Background: an optimization exercise with open tools, aiming at small area and a short achievable clock period. Do not read the settings as production practice. Function was checked by simulation only, so behaviour that the tests miss may differ from the original. No driver is modelled on the clock port, so clocking that relies on it looks cheaper here than on a real chip.

==> flow/design.v (outline; a module is shown in full before it is edited, if it fits) <==
// module MultiTop: 20 lines
// module FA: 4 lines
// module HA: 4 lines
// module BENC: 8 lines
// module BENC2: 10 lines
// module INV: 3 lines
// module NOR2: 3 lines
// module BENCN: 9 lines
// module NAND2: 3 lines
// module XOR2: 3 lines
// module AND2: 3 lines
// module AO21: 3 lines
// module XNOR: 3 lines
// module PPSEL: 3 lines
// module Multi: 1189 lines
module MultiTop(
    input             clk,
    input      [31:0] a,
    input      [31:0] b,
    output reg [31:0] prod
);
  // ...
==> flow/flow/run.sh <==
#!/bin/bash
# The standard layout (the standard.sh, standard synthesis included), with these changes:
# - buffer_ports puts buf_1 cells on the ports rather than clkdlybuf4s50_1 delay cells;
# - CTS runs without latency balancing between the two clock nets (-delay_buffer_derate 0
#   -no_insertion_delay), so that it keeps that skew rather than padding the other registers'
#   clock to match it.
# The make output goes to standard.log; ORFS keeps each step's own log under orfs/logs/.
set -euo pipefail
SKEW_CELLS="sky130_fd_sc_hd__clkdlybuf4s18_1" \
  bash standard.sh BUFFER_PORTS_ARGS="-buffer_cell sky130_fd_sc_hd__buf_1" \
    PRE_CTS_TCL="$(pwd)/flow/skew.tcl" \
    CTS_ARGS="-sink_clustering_enable -repair_clock_nets -delay_buffer_derate 0 -no_insertion_delay -buf_list sky130_fd_sc_hd__clkbuf_8" \
    finish > standard.log 2>&1
==> flow/flow/skew.tcl <==
set block [ord::get_db_block]
set db [ord::get_db]
set clk [$block findNet clk]
set cells [split $::env(SKEW_CELLS) ","]
set flops {}
set sx 0.0
set sy 0.0
foreach i [$block getInsts] {
  if {[string match "prod*" [$i getName]] && [string match "sky130_fd_sc_hd__df*" [[$i getMaster] getName]]} {
    lappend flops $i
    set bb [$i getBBox]
    set sx [expr {$sx + [$bb xMin]}]
    set sy [expr {$sy + [$bb yMin]}]
  }
}
set nf [llength $flops]
puts "skew: $nf product registers"
if {$nf != 32} { error "skew: expected 32 product registers, found $nf" }
set cx [expr {int($sx / $nf)}]
set cy [expr {int($sy / $nf)}]
set prev $clk
set k 0
foreach c $cells {
  set m [$db findMaster $c]
  if {$m eq "NULL" || $m eq ""} { error "skew: no master $c" }
  set inst [odb::dbInst_create $block $m skew_dly_$k]
  set net [odb::dbNet_create $block clk_prod_$k]
  $net setSigType CLOCK
  [$inst findITerm A] connect $prev
  [$inst findITerm X] connect $net
  $inst setLocation $cx $cy
  $inst setPlacementStatus PLACED
  set prev $net
  incr k
}
foreach i $flops {
  set it [$i findITerm CLK]
  $it disconnect
  $it connect $prev
}
puts "skew: product registers now clocked from [$prev getName] through $k cells"
detailed_placement
==> flow/standard.sh <==
#!/bin/bash
# synth_recipe.tcl (not shown) runs the flow's synth.tcl, then flattens the netlist and writes it again
# the make line also repeats each setting of config.mk as NAME=value (left out here)
make -C /OpenROAD-flow-scripts/flow DESIGN_CONFIG=/design/flow/config.mk WORK_HOME=/design/flow/orfs CLKGATE_MAP_FILE= SYNTH_SCRIPT=/design/flow/synth_recipe.tcl "${@:-finish}"
==> flow/config.mk <==
export PLATFORM = sky130hd
export DESIGN_NAME = MultiTop
export DESIGN_NICKNAME = MultiTop
export VERILOG_FILES = /design/flow/design.v
export SDC_FILE = /design/flow/constraint.sdc
export NUM_CORES = 4
export LEC_CHECK = 0
export CAP_MARGIN = 20
export CORE_MARGIN = 2
export CORE_UTILIZATION = 40
export SLEW_MARGIN = 72
export SYNTH_HIERARCHICAL = 1
export SYNTH_MINIMUM_KEEP_SIZE = 0
==> flow/constraint.sdc <==
create_clock -name core_clock -period 17.0 [get_ports {clk}]
set_input_delay 3.4000 -clock core_clock [delete_from_list [all_inputs] [get_ports {clk}]]
set_output_delay 3.4000 -clock core_clock [all_outputs]
set_load 0.01 [all_outputs]
==> impl_metrics.yaml, run 1 <==
sta:
  tightest_slew_ps: 412
  period_minus_slack_ps: 4910
  fin_crit_sh_pct: 28.9
  clock.fmax_ghz: 0.204
  finalSetupViolCount: 0
  worst_slack_ps: 12090
  fin_skew_ps: 647
worst_setup_path:
  r2r-end: "prod[31]"
  cp_num_buf_inv: 1
  r2r_cells: 16
  crit_path_end_kind: "output port"
  critPathTopFamily: "flip-flops"
  cpPeakStageDelay_ps: 330
  worst-path-max-fanout: 1
routing:
  drc_errors: 0
  viasPerCell: 5.72
  wl_per_cell_um: 20.5
  vias: 9491
  highest_layer: "met4"
die:
  dieArea_sq_um: 31700
  die_x_um: 178
synthesis:
  synth_async_sr_flop_share_pct: 0
  synth.net_count: 1425
  synth_area_per_cell_sq_um: 10.8
place:
  gp_congestion: 0.897
  dp.cells: 1631
  pre_cts_slack_ps: 11530
min_path:
  min_from: "b_q[0]"
  min_path_type: "flop to flop"
job:
  cap_violations: 0
finish:
  final_common_cell: "xnor2_1"
  finalNonFillerCells: 1659
  fillerInstances: 2820
  multi_input_area_share_pct: 74.5
  area_growth_pct: 14.0
run_status:
  outcome: "finished clean"
==> run 2, diff against run 1 <==
--- a/flow/design.v
+++ b/flow/design.v
@@ -64,16 +64,22 @@
     assign y = ~(a & b);
 endmodule
 module XOR2(input a, input b, output y);
     assign y = a ^ b;
 endmodule
 module AND2(input a, input b, output y);
     assign y = a & b;
 endmodule
+module AOI21(input a1, input a2, input b1, output y);
+    assign y = ~((a1 & a2) | b1);
+endmodule
+module OAI21(input a1, input a2, input b1, output y);
+    assign y = ~((a1 | a2) & b1);
+endmodule
 module AO21(input a1, input a2, input b1, output x);
     assign x = (a1 & a2) | b1;
 endmodule
 module XNOR(input a, input b, output y);
     assign y = ~(a ^ b);
 endmodule
 module PPSEL(input onen, input xn0, input twon, input xn1, output pp);
     assign pp = ~((onen | xn0) & (twon | xn1));
@@ -1074,170 +1080,214 @@
     HA hgp27(.a(w324), .b(w349), .s(p27), .co(g27));
     wire g28, p28;
     HA hgp28(.a(w350), .b(w375), .s(p28), .co(g28));
     wire g29, p29;
     HA hgp29(.a(w376), .b(w403), .s(p29), .co(g29));
     wire g30, p30;
     HA hgp30(.a(w404), .b(w431), .s(p30), .co(g30));
     wire G7_6;
-    AO21 gao7_6(.a1(p7), .a2(g6), .b1(g7), .x(G7_6));
+    AOI21 gao7_6(.a1(p7), .a2(g6), .b1(g7), .y(G7_6));
     wire G9_8;
-    AO21 gao9_8(.a1(p9), .a2(g8), .b1(g9), .x(G9_8));
+    AOI21 gao9_8(.a1(p9), .a2(g8), .b1(g9), .y(G9_8));
     wire P9_8;
-    AND2 pand9_8(.a(p9), .b(p8), .y(P9_8));
+    NAND2 pnd9_8(.a(p9), .b(p8), .y(P9_8));
     wire G10_8;
-    AO21 gao10_8(.a1(p10), .a2(G9_8), .b1(g10), .x(G10_8));
+    wire inv_p10;
+    INV iinv_p10(.a(p10), .y(inv_p10));
+    wire inv_g10;
+    INV iinv_g10(.a(g10), .y(inv_g10));
+    OAI21 gao10_8(.a1(inv_p10), .a2(G9_8), .b1(inv_g10), .y(G10_8));
     wire P10_8;
-    AND2 pand10_8(.a(p10), .b(P9_8), .y(P10_8));
+    NOR2 pnd10_8(.a(inv_p10), .b(P9_8), .y(P10_8));
     wire G8_6;
-    AO21 gao8_6(.a1(p8), .a2(G7_6), .b1(g8), .x(G8_6));
+    wire inv_G7_6;
+    INV iinv_G7_6(.a(G7_6), .y(inv_G7_6));
+    AOI21 gao8_6(.a1(p8), .a2(inv_G7_6), .b1(g8), .y(G8_6));
     wire G9_6;
-    AO21 gao9_6(.a1(P9_8), .a2(G7_6), .b1(G9_8), .x(G9_6));
+    OAI21 gao9_6(.a1(P9_8), .a2(G7_6), .b1(G9_8), .y(G9_6));
     wire G10_6;
-    AO21 gao10_6(.a1(P10_8), .a2(G7_6), .b1(G10_8), .x(G10_6));
+    AOI21 gao10_6(.a1(P10_8), .a2(inv_G7_6), .b1(G10_8), .y(G10_6));
     wire G12_11;
-    AO21 gao12_11(.a1(p12), .a2(g11), .b1(g12), .x(G12_11));
+    AOI21 gao12_11(.a1(p12), .a2(g11), .b1(g12), .y(G12_11));
     wire P12_11;
-    AND2 pand12_11(.a(p12), .b(p11), .y(P12_11));
+    NAND2 pnd12_11(.a(p12), .b(p11), .y(P12_11));
     wire G11_6;
-    AO21 gao11_6(.a1(p11), .a2(G10_6), .b1(g11), .x(G11_6));
+    wire inv_G10_6;
+    INV iinv_G10_6(.a(G10_6), .y(inv_G10_6));
+    AOI21 gao11_6(.a1(p11), .a2(inv_G10_6), .b1(g11), .y(G11_6));
     wire G12_6;
-    AO21 gao12_6(.a1(P12_11), .a2(G10_6), .b1(G12_11), .x(G12_6));
+    OAI21 gao12_6(.a1(P12_11), .a2(G10_6), .b1(G12_11), .y(G12_6));
     wire G14_13;
-    AO21 gao14_13(.a1(p14), .a2(g13), .b1(g14), .x(G14_13));
+    AOI21 gao14_13(.a1(p14), .a2(g13), .b1(g14), .y(G14_13));
     wire P14_13;
-    AND2 pand14_13(.a(p14), .b(p13), .y(P14_13));
+    NAND2 pnd14_13(.a(p14), .b(p13), .y(P14_13));
     wire G15_13;
-    AO21 gao15_13(.a1(p15), .a2(G14_13), .b1(g15), .x(G15_13));
+    wire inv_p15;
+    INV iinv_p15(.a(p15), .y(inv_p15));
+    wire inv_g15;
+    INV iinv_g15(.a(g15), .y(inv_g15));
+    OAI21 gao15_13(.a1(inv_p15), .a2(G14_13), .b1(inv_g15), .y(G15_13));
     wire P15_13;
-    AND2 pand15_13(.a(p15), .b(P14_13), .y(P15_13));
+    NOR2 pnd15_13(.a(inv_p15), .b(P14_13), .y(P15_13));
     wire G13_6;
-    AO21 gao13_6(.a1(p13), .a2(G12_6), .b1(g13), .x(G13_6));
+    AOI21 gao13_6(.a1(p13), .a2(G12_6), .b1(g13), .y(G13_6));
     wire G14_6;
-    AO21 gao14_6(.a1(P14_13), .a2(G12_6), .b1(G14_13), .x(G14_6));
+    wire inv_G12_6;
+    INV iinv_G12_6(.a(G12_6), .y(inv_G12_6));
+    OAI21 gao14_6(.a1(P14_13), .a2(inv_G12_6), .b1(G14_13), .y(G14_6));
     wire G15_6;
-    AO21 gao15_6(.a1(P15_13), .a2(G12_6), .b1(G15_13), .x(G15_6));
+    AOI21 gao15_6(.a1(P15_13), .a2(G12_6), .b1(G15_13), .y(G15_6));
     wire G17_16;
-    AO21 gao17_16(.a1(p17), .a2(g16), .b1(g17), .x(G17_16));
+    AOI21 gao17_16(.a1(p17), .a2(g16), .b1(g17), .y(G17_16));
     wire P17_16;
-    AND2 pand17_16(.a(p17), .b(p16), .y(P17_16));
+    NAND2 pnd17_16(.a(p17), .b(p16), .y(P17_16));
     wire G18_16;
-    AO21 gao18_16(.a1(p18), .a2(G17_16), .b1(g18), .x(G18_16));
+    wire inv_p18;
+    INV iinv_p18(.a(p18), .y(inv_p18));
+    wire inv_g18;
+    INV iinv_g18(.a(g18), .y(inv_g18));
+    OAI21 gao18_16(.a1(inv_p18), .a2(G17_16), .b1(inv_g18), .y(G18_16));
     wire P18_16;
-    AND2 pand18_16(.a(p18), .b(P17_16), .y(P18_16));
+    NOR2 pnd18_16(.a(inv_p18), .b(P17_16), .y(P18_16));
     wire G16_6;
-    AO21 gao16_6(.a1(p16), .a2(G15_6), .b1(g16), .x(G16_6));
+    wire inv_G15_6;
+    INV iinv_G15_6(.a(G15_6), .y(inv_G15_6));
+    AOI21 gao16_6(.a1(p16), .a2(inv_G15_6), .b1(g16), .y(G16_6));
     wire G17_6;
-    AO21 gao17_6(.a1(P17_16), .a2(G15_6), .b1(G17_16), .x(G17_6));
+    OAI21 gao17_6(.a1(P17_16), .a2(G15_6), .b1(G17_16), .y(G17_6));
     wire G18_6;
-    AO21 gao18_6(.a1(P18_16), .a2(G15_6), .b1(G18_16), .x(G18_6));
+    AOI21 gao18_6(.a1(P18_16), .a2(inv_G15_6), .b1(G18_16), .y(G18_6));
     wire G20_19;
-    AO21 gao20_19(.a1(p20), .a2(g19), .b1(g20), .x(G20_19));
+    AOI21 gao20_19(.a1(p20), .a2(g19), .b1(g20), .y(G20_19));
     wire P20_19;
-    AND2 pand20_19(.a(p20), .b(p19), .y(P20_19));
+    NAND2 pnd20_19(.a(p20), .b(p19), .y(P20_19));
     wire G21_19;
-    AO21 gao21_19(.a1(p21), .a2(G20_19), .b1(g21), .x(G21_19));
+    wire inv_p21;
+    INV iinv_p21(.a(p21), .y(inv_p21));
+    wire inv_g21;
+    INV iinv_g21(.a(g21), .y(inv_g21));
+    OAI21 gao21_19(.a1(inv_p21), .a2(G20_19), .b1(inv_g21), .y(G21_19));
     wire P21_19;
-    AND2 pand21_19(.a(p21), .b(P20_19), .y(P21_19));
+    NOR2 pnd21_19(.a(inv_p21), .b(P20_19), .y(P21_19));
     wire G23_22;
-    AO21 gao23_22(.a1(p23), .a2(g22), .b1(g23), .x(G23_22));
+    AOI21 gao23_22(.a1(p23), .a2(g22), .b1(g23), .y(G23_22));
     wire P23_22;
-    AND2 pand23_22(.a(p23), .b(p22), .y(P23_22));
+    NAND2 pnd23_22(.a(p23), .b(p22), .y(P23_22));
     wire G22_19;
-    AO21 gao22_19(.a1(p22), .a2(G21_19), .b1(g22), .x(G22_19));
+    AOI21 gao22_19(.a1(p22), .a2(G21_19), .b1(g22), .y(G22_19));
     wire P22_19;
-    AND2 pand22_19(.a(p22), .b(P21_19), .y(P22_19));
+    NAND2 pnd22_19(.a(p22), .b(P21_19), .y(P22_19));
     wire G23_19;
-    AO21 gao23_19(.a1(P23_22), .a2(G21_19), .b1(G23_22), .x(G23_19));
+    wire inv_P23_22;
+    INV iinv_P23_22(.a(P23_22), .y(inv_P23_22));
+    wire inv_G23_22;
+    INV iinv_G23_22(.a(G23_22), .y(inv_G23_22));
+    AOI21 gao23_19(.a1(inv_P23_22), .a2(G21_19), .b1(inv_G23_22), .y(G23_19));
     wire P23_19;
-    AND2 pand23_19(.a(P23_22), .b(P21_19), .y(P23_19));
+    NAND2 pnd23_19(.a(inv_P23_22), .b(P21_19), .y(P23_19));
     wire G19_6;
-    AO21 gao19_6(.a1(p19), .a2(G18_6), .b1(g19), .x(G19_6));
+    wire inv_G18_6;
+    INV iinv_G18_6(.a(G18_6), .y(inv_G18_6));
+    AOI21 gao19_6(.a1(p19), .a2(inv_G18_6), .b1(g19), .y(G19_6));
     wire G20_6;
-    AO21 gao20_6(.a1(P20_19), .a2(G18_6), .b1(G20_19), .x(G20_6));
+    OAI21 gao20_6(.a1(P20_19), .a2(G18_6), .b1(G20_19), .y(G20_6));
     wire G21_6;
-    AO21 gao21_6(.a1(P21_19), .a2(G18_6), .b1(G21_19), .x(G21_6));
+    AOI21 gao21_6(.a1(P21_19), .a2(inv_G18_6), .b1(G21_19), .y(G21_6));
     wire G22_6;
-    AO21 gao22_6(.a1(P22_19), .a2(G18_6), .b1(G22_19), .x(G22_6));
+    OAI21 gao22_6(.a1(P22_19), .a2(G18_6), .b1(G22_19), .y(G22_6));
     wire G23_6;
-    AO21 gao23_6(.a1(P23_19), .a2(G18_6), .b1(G23_19), .x(G23_6));
+    OAI21 gao23_6(.a1(P23_19), .a2(G18_6), .b1(G23_19), .y(G23_6));
     wire G25_24;
-    AO21 gao25_24(.a1(p25), .a2(g24), .b1(g25), .x(G25_24));
+    AOI21 gao25_24(.a1(p25), .a2(g24), .b1(g25), .y(G25_24));
     wire P25_24;
-    AND2 pand25_24(.a(p25), .b(p24), .y(P25_24));
+    NAND2 pnd25_24(.a(p25), .b(p24), .y(P25_24));
     wire G27_26;
-    AO21 gao27_26(.a1(p27), .a2(g26), .b1(g27), .x(G27_26));
+    AOI21 gao27_26(.a1(p27), .a2(g26), .b1(g27), .y(G27_26));
     wire P27_26;
-    AND2 pand27_26(.a(p27), .b(p26), .y(P27_26));
+    NAND2 pnd27_26(.a(p27), .b(p26), .y(P27_26));
     wire G26_24;
-    AO21 gao26_24(.a1(p26), .a2(G25_24), .b1(g26), .x(G26_24));
+    wire inv_p26;
+    INV iinv_p26(.a(p26), .y(inv_p26));
+    wire inv_g26;
+    INV iinv_g26(.a(g26), .y(inv_g26));
+    OAI21 gao26_24(.a1(inv_p26), .a2(G25_24), .b1(inv_g26), .y(G26_24));
     wire P26_24;
-    AND2 pand26_24(.a(p26), .b(P25_24), .y(P26_24));
+    NOR2 pnd26_24(.a(inv_p26), .b(P25_24), .y(P26_24));
     wire G27_24;
-    AO21 gao27_24(.a1(P27_26), .a2(G25_24), .b1(G27_26), .x(G27_24));
+    OAI21 gao27_24(.a1(P27_26), .a2(G25_24), .b1(G27_26), .y(G27_24));
     wire P27_24;
-    AND2 pand27_24(.a(P27_26), .b(P25_24), .y(P27_24));
+    NOR2 pnd27_24(.a(P27_26), .b(P25_24), .y(P27_24));
     wire G29_28;
-    AO21 gao29_28(.a1(p29), .a2(g28), .b1(g29), .x(G29_28));
+    AOI21 gao29_28(.a1(p29), .a2(g28), .b1(g29), .y(G29_28));
     wire P29_28;
-    AND2 pand29_28(.a(p29), .b(p28), .y(P29_28));
+    NAND2 pnd29_28(.a(p29), .b(p28), .y(P29_28));
     wire G30_28;
-    AO21 gao30_28(.a1(p30), .a2(G29_28), .b1(g30), .x(G30_28));
+    wire inv_p30;
+    INV iinv_p30(.a(p30), .y(inv_p30));
+    wire inv_g30;
+    INV iinv_g30(.a(g30), .y(inv_g30));
+    OAI21 gao30_28(.a1(inv_p30), .a2(G29_28), .b1(inv_g30), .y(G30_28));
     wire P30_28;
-    AND2 pand30_28(.a(p30), .b(P29_28), .y(P30_28));
+    NOR2 pnd30_28(.a(inv_p30), .b(P29_28), .y(P30_28));
     wire G28_24;
-    AO21 gao28_24(.a1(p28), .a2(G27_24), .b1(g28), .x(G28_24));
+    AOI21 gao28_24(.a1(p28), .a2(G27_24), .b1(g28), .y(G28_24));
     wire P28_24;
-    AND2 pand28_24(.a(p28), .b(P27_24), .y(P28_24));
+    NAND2 pnd28_24(.a(p28), .b(P27_24), .y(P28_24));
     wire G29_24;
-    AO21 gao29_24(.a1(P29_28), .a2(G27_24), .b1(G29_28), .x(G29_24));
+    wire inv_P29_28;
+    INV iinv_P29_28(.a(P29_28), .y(inv_P29_28));
+    wire inv_G29_28;
+    INV iinv_G29_28(.a(G29_28), .y(inv_G29_28));
+    AOI21 gao29_24(.a1(inv_P29_28), .a2(G27_24), .b1(inv_G29_28), .y(G29_24));
     wire P29_24;
-    AND2 pand29_24(.a(P29_28), .b(P27_24), .y(P29_24));
+    NAND2 pnd29_24(.a(inv_P29_28), .b(P27_24), .y(P29_24));
     wire G30_24;
-    AO21 gao30_24(.a1(P30_28), .a2(G27_24), .b1(G30_28), .x(G30_24));
+    AOI21 gao30_24(.a1(P30_28), .a2(G27_24), .b1(G30_28), .y(G30_24));
     wire P30_24;
-    AND2 pand30_24(.a(P30_28), .b(P27_24), .y(P30_24));
+    NAND2 pnd30_24(.a(P30_28), .b(P27_24), .y(P30_24));
     wire G24_6;
-    AO21 gao24_6(.a1(p24), .a2(G23_6), .b1(g24), .x(G24_6));
+    AOI21 gao24_6(.a1(p24), .a2(G23_6), .b1(g24), .y(G24_6));
     wire G25_6;
-    AO21 gao25_6(.a1(P25_24), .a2(G23_6), .b1(G25_24), .x(G25_6));
+    wire inv_G23_6;
+    INV iinv_G23_6(.a(G23_6), .y(inv_G23_6));
+    OAI21 gao25_6(.a1(P25_24), .a2(inv_G23_6), .b1(G25_24), .y(G25_6));
     wire G26_6;
-    AO21 gao26_6(.a1(P26_24), .a2(G23_6), .b1(G26_24), .x(G26_6));
+    AOI21 gao26_6(.a1(P26_24), .a2(G23_6), .b1(G26_24), .y(G26_6));
     wire G27_6;
-    AO21 gao27_6(.a1(P27_24), .a2(G23_6), .b1(G27_24), .x(G27_6));
+    AOI21 gao27_6(.a1(P27_24), .a2(G23_6), .b1(G27_24), .y(G27_6));
     wire G28_6;
-    AO21 gao28_6(.a1(P28_24), .a2(G23_6), .b1(G28_24), .x(G28_6));
+    OAI21 gao28_6(.a1(P28_24), .a2(inv_G23_6), .b1(G28_24), .y(G28_6));
     wire G29_6;
-    AO21 gao29_6(.a1(P29_24), .a2(G23_6), .b1(G29_24), .x(G29_6));
+    OAI21 gao29_6(.a1(P29_24), .a2(inv_G23_6), .b1(G29_24), .y(G29_6));
     wire G30_6;
-    AO21 gao30_6(.a1(P30_24), .a2(G23_6), .b1(G30_24), .x(G30_6));
+    OAI21 gao30_6(.a1(P30_24), .a2(inv_G23_6), .b1(G30_24), .y(G30_6));
     assign prod[6] = p6;
     XOR2 sx7(.a(p7), .b(g6), .y(prod[7]));
-    XOR2 sx8(.a(p8), .b(G7_6), .y(prod[8]));
-    XOR2 sx9(.a(p9), .b(G8_6), .y(prod[9]));
+    XNOR sx8(.a(p8), .b(G7_6), .y(prod[8]));
+    XNOR sx9(.a(p9), .b(G8_6), .y(prod[9]));
     XOR2 sx10(.a(p10), .b(G9_6), .y(prod[10]));
-    XOR2 sx11(.a(p11), .b(G10_6), .y(prod[11]));
-    XOR2 sx12(.a(p12), .b(G11_6), .y(prod[12]));
+    XNOR sx11(.a(p11), .b(G10_6), .y(prod[11]));
+    XNOR sx12(.a(p12), .b(G11_6), .y(prod[12]));
     XOR2 sx13(.a(p13), .b(G12_6), .y(prod[13]));
-    XOR2 sx14(.a(p14), .b(G13_6), .y(prod[14]));
+    XNOR sx14(.a(p14), .b(G13_6), .y(prod[14]));
     XOR2 sx15(.a(p15), .b(G14_6), .y(prod[15]));
-    XOR2 sx16(.a(p16), .b(G15_6), .y(prod[16]));
-    XOR2 sx17(.a(p17), .b(G16_6), .y(prod[17]));
+    XNOR sx16(.a(p16), .b(G15_6), .y(prod[16]));
+    XNOR sx17(.a(p17), .b(G16_6), .y(prod[17]));
     XOR2 sx18(.a(p18), .b(G17_6), .y(prod[18]));
-    XOR2 sx19(.a(p19), .b(G18_6), .y(prod[19]));
-    XOR2 sx20(.a(p20), .b(G19_6), .y(prod[20]));
+    XNOR sx19(.a(p19), .b(G18_6), .y(prod[19]));
+    XNOR sx20(.a(p20), .b(G19_6), .y(prod[20]));
     XOR2 sx21(.a(p21), .b(G20_6), .y(prod[21]));
-    XOR2 sx22(.a(p22), .b(G21_6), .y(prod[22]));
+    XNOR sx22(.a(p22), .b(G21_6), .y(prod[22]));
     XOR2 sx23(.a(p23), .b(G22_6), .y(prod[23]));
     XOR2 sx24(.a(p24), .b(G23_6), .y(prod[24]));
-    XOR2 sx25(.a(p25), .b(G24_6), .y(prod[25]));
+    XNOR sx25(.a(p25), .b(G24_6), .y(prod[25]));
     XOR2 sx26(.a(p26), .b(G25_6), .y(prod[26]));
-    XOR2 sx27(.a(p27), .b(G26_6), .y(prod[27]));
-    XOR2 sx28(.a(p28), .b(G27_6), .y(prod[28]));
+    XNOR sx27(.a(p27), .b(G26_6), .y(prod[27]));
+    XNOR sx28(.a(p28), .b(G27_6), .y(prod[28]));
     XOR2 sx29(.a(p29), .b(G28_6), .y(prod[29]));
     XOR2 sx30(.a(p30), .b(G29_6), .y(prod[30]));
     XOR2 txw433(.a(pp0[31]), .b(pp1[29]), .y(w433));
     XOR2 txw434(.a(pp2[27]), .b(pp3[25]), .y(w434));
     XOR2 txw435(.a(pp4[23]), .b(pp5[21]), .y(w435));
     XOR2 txw436(.a(pp6[19]), .b(pp7[17]), .y(w436));
     XOR2 txw437(.a(pp8[15]), .b(pp9[13]), .y(w437));
     XOR2 txw438(.a(pp10[11]), .b(pp11[9]), .y(w438));
==> run 2 against run 1 <==
  * Setup slack lost 3.0 ps
  * Routed wire length grew 2.6%
  * Die area increased by 0.15%
  * Clock skew is 4.3 ps higher
  * Global-route usage up 0.43 points
  * Critical endpoint is now prod[31]
==> impl_metrics.yaml, run 2 <==
sta:
  clock.fmax_ghz: 0.204
  slew_viol_final: 0
  finalHoldViolCount: 0
  finalSetupViolCount: 0
  rsz0062_at_grt: "false"
  fin_skew_ps: 651
  period_minus_slack_ps: 4910
  setup_tns_ps: 0
  holdWs_ps: 181
  fin_crit_sh_pct: 28.9
  tightest_slew_ps: 409
  worst_slack_ps: 12090
  slew_headroom_pct: 72.7
cts:
  cts_resized: 0
  clk_pin_slew_ps: 80
  hold_buffers: 0
  postCtsSetupBuffers: 0
  clkLatencyLatePin_ps: 1020
  cts_tree: "done"
finish:
  final_common_cell: "xnor2_1"
  diodes: 0
  drive_above_1_share_pct: 10.5
  area_growth_pct: 14.3
  layout.nets: 1589
  reg.largest.list: "a_q: 32 flops, b_q: 32 flops, prod: 32 flops"
  mostFrequentLayoutCells: "308 x xnor2_1, 256 x o22ai_1, 201 x fa_1"
  fin_area_sq_um: 13900
global_route:
  grt_start_max_net_pins: 33
  grt_usage_pct: 23.0
  overflow: 0
  antenna_found_initial: 0
  grt_first_pass_wirelength_um: 54700
  grt_pass1_vias: 9940
routing:
  ant_nets: 0
  viasPerCell: 5.64
  drt_iter0_drc: 742
  drc_errors: 0
  totalWireLength_um: 34800
  dr.pass1.iters: 7
  vias: 9488
  wl_per_cell_um: 20.7
worst_setup_path:
  worstSetupStartpointType: "flop"
  r2r_cells: 16
  cp.depth: 1
  critPathTopFamily: "flip-flops"
  worstPathCellList: "buf_1"
  cp-endpoint: "prod[31]"
  r2r_setup_slack_ps: 12240
  cpPeakStageDelay_ps: 340
  worst-path-max-fanout: 1
  cp_num_buf_inv: 1
  arrival_ps: 1510
  critPathKind: "flop to output port"
  slowest_stage: "dfxtp_1"
  reg2reg_from: "b_q[1]"
  crit_path_end_kind: "output port"
  startpoint: "prod[31]"
  r2r-end: "prod[31]"
  crit_required_ps: 13600
job:
  cap_violations: 0
synthesis:
  synth_top_cell_by_area: "fa_1"
  synth_common_cells: "315 x xnor2_1, 256 x o22ai_1, 201 x fa_1"
  synth_top_area_share_pct: 33.1
  yosysWarnings: 7
  netlist_instances: 1141
  synthTopCellsByArea: "fa_1 33%, xnor2_1 23%, dfxtp_1 16%"
  ys_ff_latch: 96
  ys.flop_type: "dfxtp_1"
  synth.most_common_cell: "xnor2_1"
  synth_area_per_cell_sq_um: 10.7
  synth.distinct_cells: 13
  syn_area_sq_um: 12200
  synth.net_count: 1447
  synth_async_sr_flop_share_pct: 0
  yosysSeqAreaShare_pct: 15.8
  synth_edf_count: 0
die:
  io-pin-count: 97
  dieArea_sq_um: 31800
  start_util_pct: 40.8
  rows: 63
  core_region_area_sq_um: 29800
  die_x_um: 178
  die_y_um: 178
place:
  place_hpwl_um: 27100
  pre_cts_slack_ps: 11620
  place_area_sq_um: 13600
  gp_congestion: 0.877
  port_buffers: 96
run_status:
  outcome: "finished clean"
min_path:
  min_path_type: "flop to flop"
## run 2: kinds of logic after synthesis
family / Yosys count / synth area share [%]
fa+ha+maj: 241 / 37.2
compound gates: 301 / 15.9
flops: 96 / 15.8
xor+xnor: 372 / 26.8
simple gates: 99 / 3.08
buf+inv: 32 / 1.20
## run 2: cell type report, without the clock buffers
type,count,area (sq um)
fillers,2847,15900
multi-input cells,1013,10200
flip-flops and latches,96,1990
repair buffers,132,766
well taps,390,488
inverters,25,96.3
clock inverters,9,83.8
plain buffers,1,10.0
## run 2: Yosys stat by module (local to each module, per instance), excerpt
module,cells,flops+latches,cell area [sq um]
AOI21,1,0,8.76
FA,1,0,20.0
Multi,8,0,58.8
MultiTop,96,96,1920
NAND2,1,0,3.75
PPSEL,1,0,6.26
## run 2: per-layer routing
| metal | wire length (um) | GRT usage [%] |
|---|---|---|
| met3 | 2850 | 5.92 |
| met2 | 16600 | 38.1 |
| met4 | 942 | 7.72 |
| met5 | 0 | 0 |
| met1 | 14400 | 29.3 |
## run 2: per-stage QoR
stage / std cells / util, %
after global routing: 1681 / 46.6
after CTS: 1680 / 46.5
final: 1681 / 46.6
after detailed placement: 1655 / 45.5
after floorplan: 1141 / -
after global placement: 1642 / 44.1
## run 2: tightest hold or removal path, stage by stage, from the launching register on
cell and delay, ps:
dfxtp_1 320, inv_1 40, buf_4 220, nor2_1 180
## run 2: worst min-delay path by stage
stage	cells after the start	start	end	slack (ps)
2_1_floorplan	3	b_q[0]	prod[0]	910
3_3_place_gp	3	b_q[0]	prod[0]	760
3_5_place_dp	3	b_q[0]	prod[0]	810
4_1_cts	3	b_q[0]	prod[0]	140
5_1_grt	3	b_q[0]	prod[0]	200
6_report	3	b_q[0]	prod[0]	180
==> run 3, diff against run 2 <==
--- a/flow/flow/run.sh
+++ b/flow/flow/run.sh
@@ -6,7 +6,7 @@
 #   clock to match it.
 # The make output goes to standard.log; ORFS keeps each step's own log under orfs/logs/.
 set -euo pipefail
-SKEW_CELLS="sky130_fd_sc_hd__clkdlybuf4s18_1" \
+SKEW_CELLS="sky130_fd_sc_hd__clkbuf_2" \
   bash standard.sh BUFFER_PORTS_ARGS="-buffer_cell sky130_fd_sc_hd__buf_1" \
     PRE_CTS_TCL="$(pwd)/flow/skew.tcl" \
     CTS_ARGS="-sink_clustering_enable -repair_clock_nets -delay_buffer_derate 0 -no_insertion_delay -buf_list sky130_fd_sc_hd__clkbuf_8" \
==> run 3 against run 2 <==
  * Highest routed layer unchanged
  * Die area did not move
  * Still clean on timing, DRC and antenna
  * Critical path depth grew 15
  * Area after synthesis did not move
  * Fmax up 0.17%
  * Cell count is the same
  * Critical endpoint is now prod[31]
  * Via count grew 0.30%
  * Sequential cell count did not move
  * Routed wire length is essentially flat
  * Sequential share of layout area hardly changed
  * Final area is essentially flat
  * Register-to-register slack worse by 140 ps
==> impl_metrics.yaml, run 3 <==
die:
  start_util_pct: 40.8
  rows: 63
  die_x_um: 178
  die_y_um: 178
  io-pin-count: 97
  core_region_area_sq_um: 29800
  dieArea_sq_um: 31800
cts:
  cts_resized: 0
  hold_buffers: 0
  clk_pin_slew_ps: 80
  cts_tree: "done"
  clkLatencyLatePin_ps: 890
  postCtsSetupBuffers: 0
finish:
  finish.utilization_pct: 46.6
  drive_above_1_share_pct: 10.6
  area_growth_pct: 14.2
  regArea_sq_um: 1990
  fin_area_sq_um: 13900
  reg.largest.list: "a_q: 32 flops, b_q: 32 flops, prod: 32 flops"
  layout.nets: 1589
  finalNonFillerCells: 1681
  multi_input_area_sq_um: 10200
  diodes: 0
  final_common_cell: "xnor2_1"
  mostFrequentLayoutCells: "308 x xnor2_1, 256 x o22ai_1, 201 x fa_1"
  fillerInstances: 2848
synthesis:
  synth.most_common_cell: "xnor2_1"
  synth_xor_area_share_pct: 26.8
  ys.flop_type: "dfxtp_1"
  synth_common_cells: "315 x xnor2_1, 256 x o22ai_1, 201 x fa_1"
  synth.net_count: 1447
  synth.distinct_cells: 13
  synth_top_area_share_pct: 33.1
  synth_mux_area_share_pct: 0
  syn_area_sq_um: 12200
  synth_async_sr_flop_share_pct: 0
  synth_simple_gate_area_share_pct: 3.08
  yosysWarnings: 7
  ys_ff_latch: 96
  synth_area_per_cell_sq_um: 10.7
  synth_compound_area_share_pct: 15.9
  synth_fa_ha_area_share_pct: 37.2
  synth_edf_count: 0
  synth_top_cell_by_area: "fa_1"
  synthTopCellsByArea: "fa_1 33%, xnor2_1 23%, dfxtp_1 16%"
  netlist_instances: 1141
  yosysSeqAreaShare_pct: 15.8
  synth_top_family_by_area: "adder cells"
global_route:
  overflow: 0
  grt_usage_pct: 23.0
  grt_first_pass_wirelength_um: 54700
  grt_pass1_vias: 9940
  antenna_found_initial: 0
  grt_start_max_net_pins: 33
run_status:
  outcome: "finished clean"
place:
  place_hpwl_um: 27100
  gp_congestion: 0.877
  port_buffers: 96
  pre_cts_slack_ps: 11620
  dp.cells: 1655
  place_area_sq_um: 13600
worst_setup_path:
  cp_num_buf_inv: 1
  critPathTopFamily: "adder cells"
  crit_path_end_kind: "flop"
  arrival_ps: 5720
  crit_required_ps: 17820
  worstPathCellList: "buf_8, xnor2_1, nand2_4, o22ai_1, fa_1, fa_1, fa_1, fa_1, fa_1, fa_1, ha_1, nand2_1, nor2_1, nand2_1, o21ai_1, xor2_1"
  worst-path-max-fanout: 29
  cpMostUsedCell: "fa_1"
  cpPeakStageDelay_ps: 530
  worstSetupStartpointType: "flop"
  slowest_stage: "fa_1"
  critPathKind: "flop to flop"
sta:
  holdWs_ps: 313
  period_minus_slack_ps: 4900
  rsz0062_at_grt: "false"
  setup_tns_ps: 0
  finalSetupViolCount: 0
  worst_slack_ps: 12100
  slew_headroom_pct: 72.7
  fin_skew_ps: 520
  tightest_slew_ps: 410
  slew_viol_final: 0
  finalHoldViolCount: 0
  fin_crit_sh_pct: 28.8
  clock.fmax_ghz: 0.204
min_path:
  min_path_type: "flop to flop"
job:
  cap_violations: 0
routing:
  viasPerCell: 5.66
  drt_iter0_drc: 748
  vias: 9516
  drc_errors: 0
  ant_nets: 0
  dr.pass1.iters: 5
  wl_per_cell_um: 20.7
  totalWireLength_um: 34800
==> run 3: cell counts after synthesis <==
Identical to the previous run, type by type.
==> run 3: cell families (layout without fill, tap and decap cells) <==
| group | count (synthesis) | count (layout) |
|---|---|---|
| compound gates | 301 | 301 |
| flops | 96 | 96 |
| xor+xnor | 372 | 372 |
| simple gates | 99 | 99 |
| fa+ha+maj | 241 | 241 |
| buf+inv | 32 | 182 |
==> run 3: worst paths after layout <==
kind | start | end | cells past startpoint | slack, ps
setup / recovery | b_q[1] | prod[31] | 16 | 12100
hold / removal | b_q[0] | prod[0] | 3 | 310
setup reg to reg | b_q[1] | prod[31] | 16 | 12100
hold reg to reg | b_q[0] | prod[0] | 3 | 310
==> run 3: area by class of cell, without the clock buffers <==
cell class / count / share of cell area, %
Multi-Input combinational cell: 1013 / 73.8
Inverter: 25 / 0.694
Tap cell: 390 / 3.51
Clock inverter: 9 / 0.604
Buffer: 1 / 0.0360
Timing Repair Buffer: 132 / 5.52
Sequential cell: 96 / 14.4
==> run 3: Yosys stat by module, one instance, submodules excluded, a selection <==
module	cells inside	cell area, sq um	flip-flops and latches	times used
FA	1	20.0	0	201
HA	1	12.5	0	40
XOR2	1	8.76	0	57
AOI21	1	8.76	0	27
PPSEL	1	6.26	0	256
OAI21	1	5.00	0	18
NOR2	1	3.75	0	39
INV	1	3.75	0	25
NAND2	1	3.75	0	59
==> run 3: worst reg2reg max path, delay by kind of cell (launching register included) <==
family | cells | cell delay [ps]
flip-flops | 1 | 500
buffers and inverters | 1 | 210
AND/OR/NAND/NOR | 4 | 680
AO/OA/AOI/OAI | 2 | 520
adder cells (fa/ha/maj) | 7 | 3100
XOR/XNOR | 2 | 340
==> run 3: per-layer routing <==
layer | track usage [%] | share of wire, %
met5 | 0 | 0
met1 | 29.3 | 41
met4 | 7.72 | 2.8
met3 | 5.92 | 8.0
met2 | 38.1 | 48
==> run 4, diff against run 3 <==
--- a/flow/flow/run.sh
+++ b/flow/flow/run.sh
@@ -6,7 +6,7 @@
 #   clock to match it.
 # The make output goes to standard.log; ORFS keeps each step's own log under orfs/logs/.
 set -euo pipefail
-SKEW_CELLS="sky130_fd_sc_hd__clkbuf_2" \
+SKEW_CELLS="sky130_fd_sc_hd__clkdlybuf4s15_1" \
   bash standard.sh BUFFER_PORTS_ARGS="-buffer_cell sky130_fd_sc_hd__buf_1" \
     PRE_CTS_TCL="$(pwd)/flow/skew.tcl" \
     CTS_ARGS="-sink_clustering_enable -repair_clock_nets -delay_buffer_derate 0 -no_insertion_delay -buf_list sky130_fd_sc_hd__clkbuf_8" \
==> run 4 against run 3 <==
  * Fmax increased by 0.13%
  * Clock skew increased by 120 ps
  * Cell count unchanged
  * Register-to-register slack improved by 120 ps
  * Critical path type is now flop to output port
==> impl_metrics.yaml, run 4 <==
finish:
  layout.nets: 1589
  area_growth_pct: 14.3
  drive_above_1_share_pct: 10.5
  diodes: 0
  final_common_cell: "xnor2_1"
  regArea_sq_um: 1990
  reg.largest.list: "a_q: 32 flops, b_q: 32 flops, prod: 32 flops"
  fillerInstances: 2847
  multi_input_area_sq_um: 10200
  mostFrequentLayoutCells: "308 x xnor2_1, 256 x o22ai_1, 201 x fa_1"
worst_setup_path:
  critPathTopFamily: "flip-flops"
  worstPathCellList: "buf_1"
  critPathKind: "flop to output port"
  cpPeakStageDelay_ps: 340
  crit_path_end_kind: "output port"
  worst-path-max-fanout: 1
  slowest_stage: "dfxtp_1"
  worstSetupStartpointType: "flop"
  crit_required_ps: 13600
  cp_num_buf_inv: 1
  arrival_ps: 1500
place:
  gp_congestion: 0.877
  port_buffers: 96
  place_hpwl_um: 27100
synthesis:
  synth_top_cell_by_area: "fa_1"
  synth.net_count: 1447
  synth_area_per_cell_sq_um: 10.7
  synthTopCellsByArea: "fa_1 33%, xnor2_1 23%, dfxtp_1 16%"
  synth.distinct_cells: 13
  ys.flop_type: "dfxtp_1"
  syn_area_sq_um: 12200
  synth.most_common_cell: "xnor2_1"
  netlist_instances: 1141
  ys_ff_latch: 96
  yosysWarnings: 7
  synth_top_area_share_pct: 33.1
  synth_async_sr_flop_share_pct: 0
  synth_edf_count: 0
  yosysSeqAreaShare_pct: 15.8
  synth_common_cells: "315 x xnor2_1, 256 x o22ai_1, 201 x fa_1"
routing:
  totalWireLength_um: 34800
  drt_iter0_drc: 742
  ant_nets: 0
  vias: 9488
  wl_per_cell_um: 20.7
  viasPerCell: 5.64
  dr.pass1.iters: 7
  drc_errors: 0
sta:
  setup_tns_ps: 0
  slew_headroom_pct: 72.7
  period_minus_slack_ps: 4900
  clock.fmax_ghz: 0.204
  fin_skew_ps: 637
  rsz0062_at_grt: "false"
  holdWs_ps: 195
  tightest_slew_ps: 409
  finalHoldViolCount: 0
  finalSetupViolCount: 0
  slew_viol_final: 0
  fin_crit_sh_pct: 28.8
global_route:
  grt_first_pass_wirelength_um: 54700
  overflow: 0
  grt_usage_pct: 23.0
  antenna_found_initial: 0
  grt_start_max_net_pins: 33
  grt_pass1_vias: 9940
cts:
  cts_tree: "done"
  clkLatencyLatePin_ps: 1010
  hold_buffers: 0
  clk_pin_slew_ps: 80
  cts_resized: 0
  postCtsSetupBuffers: 0
min_path:
  min_path_type: "flop to flop"
die:
  die_y_um: 178
  io-pin-count: 97
  die_x_um: 178
  start_util_pct: 40.8
  rows: 63
  dieArea_sq_um: 31800
  core_region_area_sq_um: 29800
run_status:
  outcome: "finished clean"
job:
  cap_violations: 0
-- run 4: cell counts after synthesis --
No cell type changed its count.
-- run 4: cell families (layout without fill, tap and decap cells) --
logic type | count (synthesis) | count (layout) | synth area share (%)
xor+xnor | 372 | 372 | 26.8
flops | 96 | 96 | 15.8
buf+inv | 32 | 182 | 1.20
simple gates | 99 | 99 | 3.08
fa+ha+maj | 241 | 241 | 37.2
compound gates | 301 | 301 | 15.9
-- run 4: tightest hold or removal path: cells and delay by family, from the launching register on --
| kind | cells | cell delay [ps] |
|---|---|---|
| flip-flops | 1 | 320 |
| buffers and inverters | 2 | 260 |
| AND/OR/NAND/NOR | 1 | 180 |
-- run 4: per-module statistics from Yosys, one instance, submodules excluded, a selection --
module / area [sq um] / cells / times used / flip-flops and latches
NOR2: 3.75 / 1 / 39 / 0
MultiTop: 1920 / 96 / 1 / 96
AOI21: 8.76 / 1 / 27 / 0
NAND2: 3.75 / 1 / 59 / 0
FA: 20.0 / 1 / 201 / 0
PPSEL: 6.26 / 1 / 256 / 0
INV: 3.75 / 1 / 25 / 0
XNOR: 8.76 / 1 / 315 / 0
-- run 4: per-stage QoR --
stage | util, % | cells | setup WS (ps) | instance area (sq um)
after detailed placement | 45.5 | 1655 | 11620 | 13600
after global placement | 44.1 | 1642 | 10620 | 13100
after global routing | 46.6 | 1681 | 11930 | 13900
final | 46.6 | 1681 | 12100 | 13900
after floorplan | - | 1141 | 10640 | 12200
after CTS | 46.5 | 1680 | 12030 | 13900
-- run 4: area by class of cell, without the clock buffers --
cell class / instances / area share (%)
Sequential cell: 96 / 14.4
Tap cell: 390 / 3.51
Timing Repair Buffer: 132 / 5.51
Multi-Input combinational cell: 1013 / 73.8
Clock inverter: 9 / 0.604
Buffer: 1 / 0.0721
Inverter: 25 / 0.694
-- run 4: worst paths after layout --
kind / startpoint / end / slack, ps / cells past startpoint
setup / recovery: prod[31] / prod[31] / 12100 / 1
hold / removal: b_q[0] / prod[0] / 200 / 3
setup reg to reg: b_q[1] / prod[31] / 12220 / 16
hold reg to reg: b_q[0] / prod[0] / 200 / 3
-- run 4: metal layers --
layer	up-vias	share of wire, %	wire [um]	GRT usage (%)
li1	4330	-	-	-
met1	4675	41	14400	29.3
met4	0	2.7	942	7.72
met3	72	8.2	2850	5.92
met5	-	0	0	0
met2	411	48	16600	38.1
==> run 5, diff against run 4 <==
--- a/flow/flow/run.sh
+++ b/flow/flow/run.sh
@@ -9,5 +9,5 @@
 SKEW_CELLS="sky130_fd_sc_hd__clkdlybuf4s15_1" \
   bash standard.sh BUFFER_PORTS_ARGS="-buffer_cell sky130_fd_sc_hd__buf_1" \
     PRE_CTS_TCL="$(pwd)/flow/skew.tcl" \
-    CTS_ARGS="-sink_clustering_enable -repair_clock_nets -delay_buffer_derate 0 -no_insertion_delay -buf_list sky130_fd_sc_hd__clkbuf_8" \
+    CTS_ARGS="-sink_clustering_enable -repair_clock_nets -delay_buffer_derate 0 -no_insertion_delay -buf_list sky130_fd_sc_hd__clkbuf_8 sky130_fd_sc_hd__clkbuf_16" \
     finish > standard.log 2>&1
==> run 5 against run 4 <==
  * The flow now stops in clock tree synthesis (4_1_cts)
  * Synthesized cell count did not move
  * Area after synthesis did not move
==> impl_metrics.yaml, run 5 <==
synthesis:
  synth_area_per_cell_sq_um: 10.7
  synth_edf_count: 0
  synth_common_cells: "315 x xnor2_1, 256 x o22ai_1, 201 x fa_1"
  yosysWarnings: 7
  yosysSeqAreaShare_pct: 15.8
  ys.flop_type: "dfxtp_1"
  synth_top_cell_by_area: "fa_1"
  ys_ff_latch: 96
  netlist_instances: 1141
  synth_top_area_share_pct: 33.1
  synth.distinct_cells: 13
  synth.most_common_cell: "xnor2_1"
  syn_area_sq_um: 12200
  synth.net_count: 1447
  synthTopCellsByArea: "fa_1 33%, xnor2_1 23%, dfxtp_1 16%"
  synth_async_sr_flop_share_pct: 0
place:
  place_area_sq_um: 13600
  dp.cells: 1655
  gp_congestion: 0.877
  port_buffers: 96
  place_hpwl_um: 27100
die:
  die_y_um: 178
  rows: 63
  start_util_pct: 40.8
  io-pin-count: 97
  die_x_um: 178
run_status:
  stop_stage: "clock tree synthesis (4_1_cts)"
  first-error: "[ERROR STA-0564] clock_tree_synthesis positional arguments not supported."
  outcome: "did not finish"
run 5: how the worst max path moves through the flow:
stage,to,slack [ps],depth (start not counted)
floorplan,prod[26],10640,15
global placement,prod[30],10620,16
detailed placement,prod[31],11620,16
run 5: Yosys stat by module (local to each module, per instance), excerpt:
| module | cell area [sq um] | cells inside |
|---|---|---|
| HA | 12.5 | 1 |
| FA | 20.0 | 1 |
| Multi | 58.8 | 8 |
| MultiTop | 1920 | 96 |
| PPSEL | 6.26 | 1 |
| OAI21 | 5.00 | 1 |
| NOR2 | 3.75 | 1 |
| INV | 3.75 | 1 |
| AOI21 | 8.76 | 1 |
| XNOR | 8.76 | 1 |
| XOR2 | 8.76 | 1 |
| NAND2 | 3.75 | 1 |
run 5: kinds of logic after synthesis:
group                      share of synthesized area [%]
xor gates and xnor gates                            26.8
AOI/OAI and AO/OA                                   15.9
DFF                                                 15.8
and+or+nand+nor                                     3.08
buffers and inverters                               1.20
adders and majority gates                           37.2
run 5: through the flow:
step                setup slack [ps]  hold slack (ps)  utilization (%)
floorplan                      10640              914                -
global placement               10620              756             44.1
detailed placement             11620              811             45.5
==> run 6, diff against run 5 <==
--- a/flow/flow/run.sh
+++ b/flow/flow/run.sh
@@ -9,5 +9,5 @@
 SKEW_CELLS="sky130_fd_sc_hd__clkdlybuf4s15_1" \
   bash standard.sh BUFFER_PORTS_ARGS="-buffer_cell sky130_fd_sc_hd__buf_1" \
     PRE_CTS_TCL="$(pwd)/flow/skew.tcl" \
-    CTS_ARGS="-sink_clustering_enable -repair_clock_nets -delay_buffer_derate 0 -no_insertion_delay -buf_list sky130_fd_sc_hd__clkbuf_8 sky130_fd_sc_hd__clkbuf_16" \
+    CTS_ARGS="-sink_clustering_enable -repair_clock_nets -delay_buffer_derate 0 -no_insertion_delay -root_buf sky130_fd_sc_hd__clkbuf_16 -buf_list sky130_fd_sc_hd__clkbuf_8" \
     finish > standard.log 2>&1
==> run 6 against run 5 <==
  * Now clean on timing, DRC and antenna
  * Area after synthesis is the same
  * Synthesized cell count stayed put
==> impl_metrics.yaml, run 6 <==
sta:
  setup_tns_ps: 0
  rsz0062_at_grt: "false"
  fin_crit_sh_pct: 28.6
  slew_viol_final: 0
  clock.fmax_ghz: 0.206
  fin_skew_ps: 622
  finalHoldViolCount: 0
  slew_headroom_pct: 72.2
  period_minus_slack_ps: 4860
  finalSetupViolCount: 0
  tightest_slew_ps: 416
synthesis:
  synth_top_cell_by_area: "fa_1"
  ys.flop_type: "dfxtp_1"
  synth.net_count: 1447
  synthTopCellsByArea: "fa_1 33%, xnor2_1 23%, dfxtp_1 16%"
  synth_area_per_cell_sq_um: 10.7
  synth_async_sr_flop_share_pct: 0
  synth.distinct_cells: 13
  synth_top_area_share_pct: 33.1
  netlist_instances: 1141
  yosysWarnings: 7
  syn_area_sq_um: 12200
  synth_edf_count: 0
  synth_common_cells: "315 x xnor2_1, 256 x o22ai_1, 201 x fa_1"
  synth.most_common_cell: "xnor2_1"
  ys_ff_latch: 96
  yosysSeqAreaShare_pct: 15.8
min_path:
  min_from: "b_q[0]"
  min_path_type: "flop to flop"
  hold_end: "prod[0]"
  min_path_cells: 3
place:
  gp_congestion: 0.877
  place_hpwl_um: 27100
  port_buffers: 96
cts:
  cts_resized: 0
  postCtsSetupBuffers: 0
  clk_pin_slew_ps: 60
  hold_buffers: 0
  cts_tree: "done"
  clkLatencyLatePin_ps: 970
worst_setup_path:
  r2r_setup_slack_ps: 12230
  worstSetupStartpointType: "flop"
  worstPathCellList: "buf_1"
  critPathTopFamily: "flip-flops"
  reg2reg_from: "b_q[1]"
  crit_path_end_kind: "output port"
  crit_required_ps: 13600
  critPathKind: "flop to output port"
  cp_num_buf_inv: 1
  slowest_stage: "dfxtp_1"
  r2r_cells: 17
  arrival_ps: 1460
  worst-path-max-fanout: 1
  r2r-end: "prod[31]"
  cpPeakStageDelay_ps: 330
finish:
  area_growth_pct: 15.6
  reg.largest.list: "a_q: 32 flops, b_q: 32 flops, prod: 32 flops"
  fillerInstances: 2826
  final_common_cell: "xnor2_1"
  drive_above_1_share_pct: 10.5
  diodes: 0
  mostFrequentLayoutCells: "308 x xnor2_1, 256 x o22ai_1, 201 x fa_1"
  layout.nets: 1589
die:
  die_y_um: 178
  io-pin-count: 97
  core_region_area_sq_um: 29800
  start_util_pct: 40.8
  dieArea_sq_um: 31800
  rows: 63
  die_x_um: 178
global_route:
  overflow: 0
  antenna_found_initial: 0
  grt_usage_pct: 23.1
  grt_pass1_vias: 9946
  grt_start_max_net_pins: 33
  grt_first_pass_wirelength_um: 54800
routing:
  wl_per_cell_um: 20.8
  totalWireLength_um: 35000
  drc_errors: 0
  viasPerCell: 5.67
  drt_iter0_drc: 712
  ant_nets: 0
  dr.pass1.iters: 5
  vias: 9528
job:
  cap_violations: 0
run_status:
  outcome: "finished clean"
==> run 6: cell counts after synthesis <==
Identical to the previous run, type by type.
==> run 6: through the flow <==
step                instance area, sq um  hold slack (ps)  setup WS (ps)  util [%]  cells
floorplan                          12200              914          10640         -   1141
global placement                   13100              756          10620      44.1   1642
detailed placement                 13600              811          11620      45.5   1655
CTS                                14000              172          12100      47.1   1680
global route                       14000              226          11910      47.1   1681
finish                             14000              199          12140      47.1   1681
==> run 6: how the worst max path moves through the flow <==
stage / slack (ps) / to / cells after the start / startpoint
floorplan: 10640 / prod[26] / 15 / b_q[1]
global placement: 10620 / prod[30] / 16 / b_q[1]
detailed placement: 11620 / prod[31] / 16 / b_q[1]
CTS: 12100 / prod[31] / 1 / prod[31]
global route: 11910 / prod[26] / 17 / b_q[1]
finish: 12140 / prod[31] / 1 / prod[31]
==> run 6: cells by family (layout without fill, tap and decap cells) <==
kind of cell	after synthesis	in the layout	share of synthesized area (%)
adders and majority gates	241	241	37.2
and+or+nand+nor	99	99	3.08
xor gates and xnor gates	372	372	26.8
AOI/OAI and AO/OA	301	301	15.9
buffers and inverters	32	182	1.20
DFF	96	96	15.8
==> run 6: modules after synthesis, one instance, submodules excluded, excerpt <==
module    flip-flops and latches  copies in the design  area (sq um)
NOR2                           0                    39          3.75
INV                            0                    25          3.75
AOI21                          0                    27          8.76
FA                             0                   201          20.0
HA                             0                    40          12.5
XOR2                           0                    57          8.76
PPSEL                          0                   256          6.26
Multi                          0                     1          58.8
XNOR                           0                   315          8.76
OAI21                          0                    18          5.00
MultiTop                      96                     1          1920
NAND2                          0                    59          3.75
==> run 6: layout make-up, without the clock buffers <==
class / count / area [sq um] / share of cell area [%]
inverter: 25 / 96.3 / 0.686
timing repair buffer: 132 / 766 / 5.45
clock inverter: 9 / 83.8 / 0.597
tap: 390 / 488 / 3.47
buffer: 1 / 10.0 / 0.0713
sequential: 96 / 1990 / 14.2
multi-input combinational: 1013 / 10200 / 72.9
==> run 6: metal layers <==
metal	GRT usage, %	up-vias	share of wire [%]
met4	7.99	0	2.9
met3	6.27	78	8.5
met2	38.5	414	48
met5	0	-	0
li1	-	4343	-
met1	28.9	4693	41
==> run 6: worst register-to-register path, delay by kind of cell (launching register included) <==
kind | cells | cell delay [ps]
adder cells (fa/ha/maj) | 7 | 3230
flip-flops | 1 | 500
AO/OA/AOI/OAI | 2 | 280
AND/OR/NAND/NOR | 3 | 420
XOR/XNOR | 2 | 280
buffers and inverters | 3 | 620

## afterwards: timing with drivers on the ports
The flow's constraints put no driver on any port. The routed layouts listed below were extracted and timed again, unchanged, in two steps.
Step 1, drivers: a clkbuf_16 drives clk and a buf_2 each remaining input, both assumed.
Step 2, shift: input delay + t, output delay - t, t = (earliest + latest rising clock arrival at the registers) / 2. This alone moves slack from input paths to output paths.
Slacks: ideal / step 1 / step 2; pairs: ideal / step 1.
run	shift t [ns]	setup slack, ns	hold WS [ns]	clock arrival spread, ns	pins driven straight from the clock port
run 1	0.753	12.092 / 12.044 / 12.151	0.099 / 0.099 / 0.099	0.647 / 0.647	1
run 2	0.739	12.089 / 12.048 / 12.237	0.181 / 0.181 / 0.181	0.651 / 0.651	1
run 3	0.671	12.098 / 12.098 / 12.098	0.313 / 0.313 / 0.313	0.519 / 0.519	1
run 4	0.731	12.104 / 12.063 / 12.222	0.195 / 0.195 / 0.195	0.636 / 0.636	1
run 6	0.707	12.145 / 12.098 / 12.231	0.199 / 0.199 / 0.199	0.622 / 0.622	1
Clock arrivals are far apart in every run listed, so t is only a midpoint there and step 2 fits no single register.
